Source: an optimization exercise on an open RTL-to-GDS flow (aim: a short achievable clock period and few clock cycles). Production flows keep margins and buffers that such runs may drop.
RTL that was checked went through simulation tests only; none was proved equivalent to the original.
No activity file was given, so power comes from the tool's default toggle rates.

==> v38 <==
==> flow/design.v <==
module mips_core (clk, rst, iaddr, idata, daddr, dwr, ddout, ddin);
	input  clk;
	input  rst;
	output [31:0] iaddr;
	input  [31:0] idata;
	output [31:0] daddr;
	output        dwr;
	output [31:0] ddout;
	input  [31:0] ddin;
	reg [31:0] pc;
	reg        vD;
	reg [31:0] irD;
	reg [31:0] pcp1D;
	reg        vE;
	reg [31:0] aE, bE, sdE;
	reg        fA_M, fA_W, fB_M, fB_W, fS_M, fS_W;
	reg [4:0]  shE;
	reg        opAddE, opSubE, opSltE, opAndE, opOrE, opXorE, opNorE, opSllE, opSrlE, opPassE;
	reg        wenE, memtoregE, swE, brE, jregE;
	reg [4:0]  wdE;
	reg [31:0] altE, predE;
	reg [31:0] resM, sdM;
	reg        wenM, memtoregM, dwrM;
	reg [4:0]  wdM;
	reg [31:0] resW;
	reg        wenW;
	reg [4:0]  wdW;
	reg [31:0] rf [1:31];
	reg [31:0] ras;
	assign iaddr = pc;
	wire [31:0] pcp1 = pc + 32'd1;
	wire [5:0] opD = irD[31:26];
	wire [5:0] fnD = irD[5:0];
	wire [4:0] rsD = irD[25:21];
	wire [4:0] rtD = irD[20:16];
	wire [4:0] rdD = irD[15:11];
	wire [31:0] seD = {{16{irD[15]}}, irD[15:0]};
	wire rtypeD = (opD == 6'h00);
	wire fAddD  = rtypeD & ((fnD == 6'h20) | (fnD == 6'h21));
	wire fSubD  = rtypeD & ((fnD == 6'h22) | (fnD == 6'h23));
	wire fAndD  = rtypeD & (fnD == 6'h24);
	wire fOrD   = rtypeD & (fnD == 6'h25);
	wire fXorD  = rtypeD & (fnD == 6'h26);
	wire fNorD  = rtypeD & (fnD == 6'h27);
	wire fSltD  = rtypeD & ((fnD == 6'h2a) | (fnD == 6'h2b));
	wire fSllD  = rtypeD & (fnD == 6'h00);
	wire fSrlD  = rtypeD & (fnD == 6'h02);
	wire jrD    = rtypeD & (fnD == 6'h08);
	wire jalrD  = rtypeD & (fnD == 6'h09);
	wire rRegD  = fAddD | fSubD | fAndD | fOrD | fXorD | fNorD | fSltD;
	wire iAddD  = (opD == 6'h08) | (opD == 6'h09);
	wire iAndD  = (opD == 6'h0c);
	wire iOrD   = (opD == 6'h0d);
	wire iSltD  = (opD == 6'h0a);
	wire luiD   = (opD == 6'h0f);
	wire lwD    = (opD == 6'h23);
	wire swD    = (opD == 6'h2b);
	wire beqD   = (opD == 6'h04);
	wire bneD   = (opD == 6'h05);
	wire jD     = (opD == 6'h02);
	wire jalD   = (opD == 6'h03);
	wire usesRsD = rRegD | jrD | jalrD | iAddD | iAndD | iOrD | iSltD | lwD | swD | beqD | bneD;
	wire usesRtD = rRegD | fSllD | fSrlD | swD | beqD | bneD;
	wire [4:0] wdD = (jalD | jalrD) ? 5'd31 : rtypeD ? rdD : rtD;
	wire writesD = rtypeD | iAddD | iAndD | iOrD | iSltD | luiD | lwD | jalD;
	wire wenD = writesD & (wdD != 5'd0);
	wire [31:0] rfA = (rsD == 5'd0) ? 32'd0 : rf[rsD];
	wire [31:0] rfB = (rtD == 5'd0) ? 32'd0 : rf[rtD];
	wire [31:0] rsvD = (wenW && wdW == rsD) ? resW : rfA;
	wire [31:0] rtvD = (wenW && wdW == rtD) ? resW : rfB;
	wire stallD = vD & vE & memtoregE & wenE &
	              ((usesRsD & (wdE == rsD)) | (usesRtD & (wdE == rtD)));
	wire [31:0] brTgtD = pcp1D + seD;
	wire [31:0] jTgtD  = {pcp1D[31:13], irD[12:0]};
	wire immZeroD = (irD[15:0] == 16'd0);
	wire jSeqD = (irD[12:0] == pcp1D[12:0]);
	wire redirKindD = ((jD | jalD) & ~jSeqD) | (bneD & ~immZeroD) | jrD;
	wire [31:0] tgtD = (jD | jalD) ? jTgtD : bneD ? brTgtD : ras;
	wire [31:0] A  = fA_M ? resM : fA_W ? resW : aE;
	wire [31:0] B  = fB_M ? resM : fB_W ? resW : bE;
	wire [31:0] SD = fS_M ? resM : fS_W ? resW : sdE;
	wire subE = opSubE | opSltE;
	wire [32:0] sumE = {1'b0, A} + {1'b0, B ^ {32{subE}}} + {32'd0, subE};
	wire ltE = ~sumE[32];
	wire [31:0] resE =
		({32{opAddE | opSubE}} & sumE[31:0]) |
		({32{opSltE}} & {31'd0, ltE}) |
		({32{opAndE}} & (A & B)) |
		({32{opOrE}}  & (A | B)) |
		({32{opXorE}} & (A ^ B)) |
		({32{opNorE}} & ~(A | B)) |
		({32{opSllE}} & (B << shE)) |
		({32{opSrlE}} & (B >> shE)) |
		({32{opPassE}} & bE);
	wire eqE = (A == B);
	wire redirE = vE & ((brE & eqE) | (jregE & (A != predE)));
	wire [31:0] tgtE = jregE ? A : altE;
	wire redirD = vD & ~stallD & ~redirE & redirKindD;
	wire advD = vD & ~stallD & ~redirE;
	assign daddr = resM;
	assign ddout = sdM;
	assign dwr   = dwrM;
	always @(posedge clk) begin
		if (rst) begin
			pc <= 32'd0;
			vD <= 1'b0;
		end else if (redirE) begin
			pc <= tgtE;
			vD <= 1'b0;
		end else if (stallD) begin
			pc <= pc;
		end else if (redirD) begin
			pc <= tgtD;
			vD <= 1'b0;
		end else begin
			pc <= pcp1;
			vD <= 1'b1;
			irD <= idata;
			pcp1D <= pcp1;
		end
		if (rst) begin
			vE <= 1'b0;
			wenE <= 1'b0;
			memtoregE <= 1'b0;
			swE <= 1'b0;
			brE <= 1'b0;
			jregE <= 1'b0;
		end else begin
			vE <= advD;
			wenE <= advD & wenD;
			memtoregE <= advD & lwD;
			swE <= advD & swD;
			brE <= advD & (beqD | bneD) & ~immZeroD;
			jregE <= advD & (jrD | jalrD);
		end
		wdE <= wdD;
		aE <= rsvD;
		bE <= luiD ? {irD[15:0], 16'd0} :
		      (jalD | jalrD) ? pcp1D :
		      (iAddD | iAndD | iOrD | iSltD | lwD | swD) ? seD :
		      (rRegD | fSllD | fSrlD | beqD | bneD) ? rtvD : 32'd0;
		sdE <= rtvD;
		shE <= irD[10:6];
		fA_M <= wenE & (wdE == rsD);
		fA_W <= wenM & (wdM == rsD);
		fB_M <= (rRegD | fSllD | fSrlD | beqD | bneD) & wenE & (wdE == rtD);
		fB_W <= (rRegD | fSllD | fSrlD | beqD | bneD) & wenM & (wdM == rtD);
		fS_M <= wenE & (wdE == rtD);
		fS_W <= wenM & (wdM == rtD);
		opAddE <= fAddD | iAddD | lwD | swD;
		opSubE <= fSubD;
		opSltE <= fSltD | iSltD;
		opAndE <= fAndD | iAndD;
		opOrE  <= fOrD | iOrD;
		opXorE <= fXorD;
		opNorE <= fNorD;
		opSllE <= fSllD;
		opSrlE <= fSrlD;
		opPassE <= luiD | jalD | jalrD | (rtypeD & ~rRegD & ~fSllD & ~fSrlD);
		altE <= beqD ? brTgtD : pcp1D;
		predE <= jrD ? ras : pcp1D;
		if (rst)
			ras <= 32'd0;
		else if (advD & (jalD | jalrD))
			ras <= pcp1D;
		if (rst) begin
			wenM <= 1'b0;
			memtoregM <= 1'b0;
			dwrM <= 1'b0;
		end else begin
			wenM <= wenE;
			memtoregM <= memtoregE;
			dwrM <= swE;
		end
		wdM <= wdE;
		resM <= resE;
		sdM <= SD;
		if (rst)
			wenW <= 1'b0;
		else
			wenW <= wenM;
		wdW <= wdM;
		resW <= memtoregM ? ddin : resM;
		if (wenW)
			rf[wdW] <= resW;
	end
endmodule
==> flow/run.sh <==
#!/bin/bash
# synth_recipe.tcl (not shown) runs the flow's synth.tcl, then flattens the netlist and writes it again
# the make line also repeats each setting of config.mk as NAME=value (left out here)
make -C /OpenROAD-flow-scripts/flow DESIGN_CONFIG=/design/flow/config.mk WORK_HOME=/design/flow/orfs CLKGATE_MAP_FILE= SYNTH_SCRIPT=/design/flow/synth_recipe.tcl finish
==> flow/config.mk <==
export PLATFORM = sky130hd
export DESIGN_NAME = mips_core
export DESIGN_NICKNAME = mips_core
export VERILOG_FILES = /design/flow/design.v
export SDC_FILE = /design/flow/constraint.sdc
export NUM_CORES = 4
export LEC_CHECK = 0
export ABC_CLOCK_PERIOD_IN_PS = 3000
export CAP_MARGIN = 20
export CORE_MARGIN = 2
export CORE_UTILIZATION = 30
export PLACE_DENSITY = 0.5
export SETUP_SLACK_MARGIN = 5
export SLEW_MARGIN = 20
==> flow/constraint.sdc <==
create_clock -name core_clock -period 11.0 [get_ports {clk}]
set_input_delay 2.2000 -clock core_clock [delete_from_list [all_inputs] [get_ports {clk}]]
set_output_delay 2.2000 -clock core_clock [all_outputs]
set_load 0.01 [all_outputs]
==> inputs of v7, as changes to v38 <==
--- a/flow/design.v
+++ b/flow/design.v
@@ -12,4 +12,5 @@
 	reg [31:0] irD;
 	reg [31:0] pcp1D;
+	reg [31:0] predD;
 	reg        vE;
 	reg [31:0] aE, bE, sdE;
@@ -27,7 +28,34 @@
 	reg [4:0]  wdW;
 	reg [31:0] rf [1:31];
+	reg [31:0] rsOH, rtOH;    
 	reg [31:0] ras;
+	reg [31:0] jt [0:3];
+	reg [1:0]  pcloD, pcloE;
+	reg        jalrE;
 	assign iaddr = pc;
 	wire [31:0] pcp1 = pc + 32'd1;
+	wire [5:0] opF = idata[31:26];
+	wire [5:0] fnF = idata[5:0];
+	wire jF   = (opF == 6'h02) | (opF == 6'h03);
+	wire bneF = (opF == 6'h05) & (idata[15:0] != 16'd0);
+	wire jrF  = (opF == 6'h00) & (fnF == 6'h08);
+	wire jalrF = (opF == 6'h00) & (fnF == 6'h09);
+	wire [31:0] jTgtF = {pcp1[31:13], idata[12:0]};
+	wire [15:0] bg0 = {pc[15:1] & idata[15:1], pc[0] | idata[0]};
+	wire [15:0] bp0 = pc[15:0] ^ idata[15:0];
+	wire [15:0] bg1 = bg0 | (bp0 & {bg0[14:0], 1'b0});
+	wire [15:0] bp1 = bp0 & {bp0[14:0], 1'b0};
+	wire [15:0] bg2 = bg1 | (bp1 & {bg1[13:0], 2'b0});
+	wire [15:0] bp2 = bp1 & {bp1[13:0], 2'b0};
+	wire [15:0] bg3 = bg2 | (bp2 & {bg2[11:0], 4'b0});
+	wire [15:0] bp3 = bp2 & {bp2[11:0], 4'b0};
+	wire [15:0] bg4 = bg3 | (bp3 & {bg3[7:0], 8'b0});
+	wire [15:0] bTgtLo = bp0 ^ {bg4[14:0], 1'b1};
+	wire bC16 = bg4[15];
+	wire [15:0] pcHiP1 = pc[31:16] + 16'd1;
+	wire [15:0] pcHiM1 = pc[31:16] - 16'd1;
+	wire [15:0] bTgtHi = idata[15] ? (bC16 ? pc[31:16] : pcHiM1) : (bC16 ? pcHiP1 : pc[31:16]);
+	wire [31:0] bTgtF = {bTgtHi, bTgtLo};
+	wire [31:0] nextF = jF ? jTgtF : bneF ? bTgtF : jrF ? ras : jalrF ? jt[pc[1:0]] : pcp1;
 	wire [5:0] opD = irD[31:26];
 	wire [5:0] fnD = irD[5:0];
@@ -65,6 +93,14 @@
 	wire writesD = rtypeD | iAddD | iAndD | iOrD | iSltD | luiD | lwD | jalD;
 	wire wenD = writesD & (wdD != 5'd0);
-	wire [31:0] rfA = (rsD == 5'd0) ? 32'd0 : rf[rsD];
-	wire [31:0] rfB = (rtD == 5'd0) ? 32'd0 : rf[rtD];
+	reg [31:0] rfA, rfB;
+	integer ri;
+	always @(*) begin
+		rfA = 32'd0;
+		rfB = 32'd0;
+		for (ri = 1; ri < 32; ri = ri + 1) begin
+			rfA = rfA | ({32{rsOH[ri]}} & rf[ri]);
+			rfB = rfB | ({32{rtOH[ri]}} & rf[ri]);
+		end
+	end
 	wire [31:0] rsvD = (wenW && wdW == rsD) ? resW : rfA;
 	wire [31:0] rtvD = (wenW && wdW == rtD) ? resW : rfB;
@@ -72,9 +108,5 @@
 	              ((usesRsD & (wdE == rsD)) | (usesRtD & (wdE == rtD)));
 	wire [31:0] brTgtD = pcp1D + seD;
-	wire [31:0] jTgtD  = {pcp1D[31:13], irD[12:0]};
 	wire immZeroD = (irD[15:0] == 16'd0);
-	wire jSeqD = (irD[12:0] == pcp1D[12:0]);
-	wire redirKindD = ((jD | jalD) & ~jSeqD) | (bneD & ~immZeroD) | jrD;
-	wire [31:0] tgtD = (jD | jalD) ? jTgtD : bneD ? brTgtD : ras;
 	wire [31:0] A  = fA_M ? resM : fA_W ? resW : aE;
 	wire [31:0] B  = fB_M ? resM : fB_W ? resW : bE;
@@ -94,7 +126,20 @@
 		({32{opPassE}} & bE);
 	wire eqE = (A == B);
+	wire rsFromE = wenE & (wdE == rsD);
+	wire rtFromE = wenE & (wdE == rtD);
+	wire sumOpE = (opAddE | opSubE) & ~memtoregE;
+	wire [31:0] Ysum = B ^ {32{opSubE}};
+	wire [31:0] psum = A ^ Ysum;
+	wire [31:0] csum = {psum[30:0] | A[30:0], opSubE};
+	wire sumZeroD = (psum == csum);
+	wire resolvD = (rsD == rtD) |
+	               (sumOpE & rsFromE & (rtD == 5'd0)) |
+	               (sumOpE & rtFromE & (rsD == 5'd0));
+	wire eqD = (rsD == rtD) | sumZeroD;
+	wire brMayD = (beqD | bneD) & ~immZeroD;
+	wire redirD = vD & brMayD & resolvD & eqD & ~stallD & ~redirE;
+	wire [31:0] tgtD = beqD ? brTgtD : pcp1D;
 	wire redirE = vE & ((brE & eqE) | (jregE & (A != predE)));
 	wire [31:0] tgtE = jregE ? A : altE;
-	wire redirD = vD & ~stallD & ~redirE & redirKindD;
 	wire advD = vD & ~stallD & ~redirE;
 	assign daddr = resM;
@@ -108,14 +153,18 @@
 			pc <= tgtE;
 			vD <= 1'b0;
-		end else if (stallD) begin
-			pc <= pc;
 		end else if (redirD) begin
 			pc <= tgtD;
 			vD <= 1'b0;
-		end else begin
-			pc <= pcp1;
+		end else if (!stallD) begin
+			pc <= nextF;
 			vD <= 1'b1;
+		end
+		if (!stallD) begin
 			irD <= idata;
+			rsOH <= 32'd1 << idata[25:21];
+			rtOH <= 32'd1 << idata[20:16];
 			pcp1D <= pcp1;
+			predD <= nextF;
+			pcloD <= pc[1:0];
 		end
 		if (rst) begin
@@ -126,10 +175,12 @@
 			brE <= 1'b0;
 			jregE <= 1'b0;
+			jalrE <= 1'b0;
 		end else begin
+			jalrE <= advD & jalrD;
 			vE <= advD;
 			wenE <= advD & wenD;
 			memtoregE <= advD & lwD;
 			swE <= advD & swD;
-			brE <= advD & (beqD | bneD) & ~immZeroD;
+			brE <= advD & brMayD & ~resolvD;
 			jregE <= advD & (jrD | jalrD);
 		end
@@ -159,5 +210,13 @@
 		opPassE <= luiD | jalD | jalrD | (rtypeD & ~rRegD & ~fSllD & ~fSrlD);
 		altE <= beqD ? brTgtD : pcp1D;
-		predE <= jrD ? ras : pcp1D;
+		predE <= predD;
+		pcloE <= pcloD;
+		if (rst) begin
+			jt[0] <= 32'd0;
+			jt[1] <= 32'd0;
+			jt[2] <= 32'd0;
+			jt[3] <= 32'd0;
+		end else if (jalrE)
+			jt[pcloE] <= A;
 		if (rst)
 			ras <= 32'd0;
==> flow/flow/run.sh (new file) <==
#!/bin/bash
# The standard layout, with two changes to how it is made:
#  - the timing repair passes aim for a setup slack well beyond the clock
#    period's (the constraints themselves are unchanged);
#  - adders are left to ABC's delay-driven mapping instead of being mapped
#    to full-adder cells first (the registers are unchanged).
set -euo pipefail
bash standard.sh SETUP_SLACK_MARGIN=7.5 TNS_END_PERCENT=20 ADDER_MAP_FILE= finish > standard.log 2>&1
==> flow/standard.sh (new file) <==
#!/bin/bash
# synth_recipe.tcl (not shown) runs the flow's synth.tcl, then flattens the netlist and writes it again
# the make line also repeats each setting of config.mk as NAME=value (left out here)
make -C /OpenROAD-flow-scripts/flow DESIGN_CONFIG=/design/flow/config.mk WORK_HOME=/design/flow/orfs CLKGATE_MAP_FILE= SYNTH_SCRIPT=/design/flow/synth_recipe.tcl "${@:-finish}"
- ABC_CLOCK_PERIOD_IN_PS: 3000 -> 1500
- SETUP_SLACK_MARGIN: 5 -> unset
removed: flow/run.sh
==> comparison table <==
Starting Density: v7 0.302; v38 0.301
Crit share post-route: v7 0.417; v38 0.535
Share of cells above drive strength 1: v7 0.198; v38 0.208
Cell Pwr Density: v7 166 nW/um^2; v38 159 nW/um^2
Proportion of cell area occupied by registers: v7 0.477; v38 0.463
Core region area: v7 260,000 um^2; v38 245,000 um^2
PnR Total Power: v7 16.0 mW; v38 13.5 mW
Result of the run: v7 complete, no violations; v38 complete, no violations
Average vias per placed instance: v7 6.57; v38 5.80
Post-cts gate resize count: v7 613; v38 2
Post-synthesis adder-cell area fraction: v7 0.00331; v38 0.0221
Number of buffers inserted by post-CTS setup repair: v7 189; v38 0
Multi-input comb cells: v7 4,401; v38 3,497
Synth Area in Simple Gates: v7 0.0982; v38 0.0722
Total standard cell area after synthesis: v7 78,500 um^2; v38 73,700 um^2
Power consumed by the clock network: v7 6.21 mW; v38 5.32 mW
Worst slack at placement: v7 4.78 ns; v38 4.84 ns
Proportion of cell area spent on the clock network: v7 0.0615; v38 0.0606
Mapped Cells: v7 6,694; v38 5,454
Post-synthesis area per instance: v7 11.7 um^2; v38 13.5 um^2
Part of the power in the clock network: v7 0.387; v38 0.393
Sequential fraction of design power: v7 0.456; v38 0.453
Worst hold margin: v7 0.322 ns; v38 0.396 ns
Testbench counts of v38, summed over its fixed seeds: cycles 14,659.
Function not checked in v7: the RTL went through the layout flow alone.

==> static timing again, ports no longer ideal <==
Ports are ideal in the flow. The routed layouts listed here were re-timed in OpenROAD.
Step 1, drivers: a clkbuf_16 drives clk and a buf_2 each remaining input, both assumed.
Step 2 times the ports against the registers' clock, not the clock port: input delays grow and output delays shrink by t, the midpoint of the rising clock arrivals with the driver on.
Slacks: ideal / step 1 / step 2; pairs: ideal / step 1.
| run | shift t [ns] | setup slack, ns | worst hold slack (ns) |
|---|---|---|---|
| v38 | 0.896 | 5.114 / 5.114 / 5.114 | 0.396 / 0.396 / 0.396 |
| v7 | 0.951 | 6.411 / 6.411 / 5.746 | 0.322 / 0.322 / 0.322 |
After both steps every run listed still meets setup and hold. For v7, which loses most, drivers alone change the setup slack by 0.000 ns; drivers and shift together by -0.665 ns.
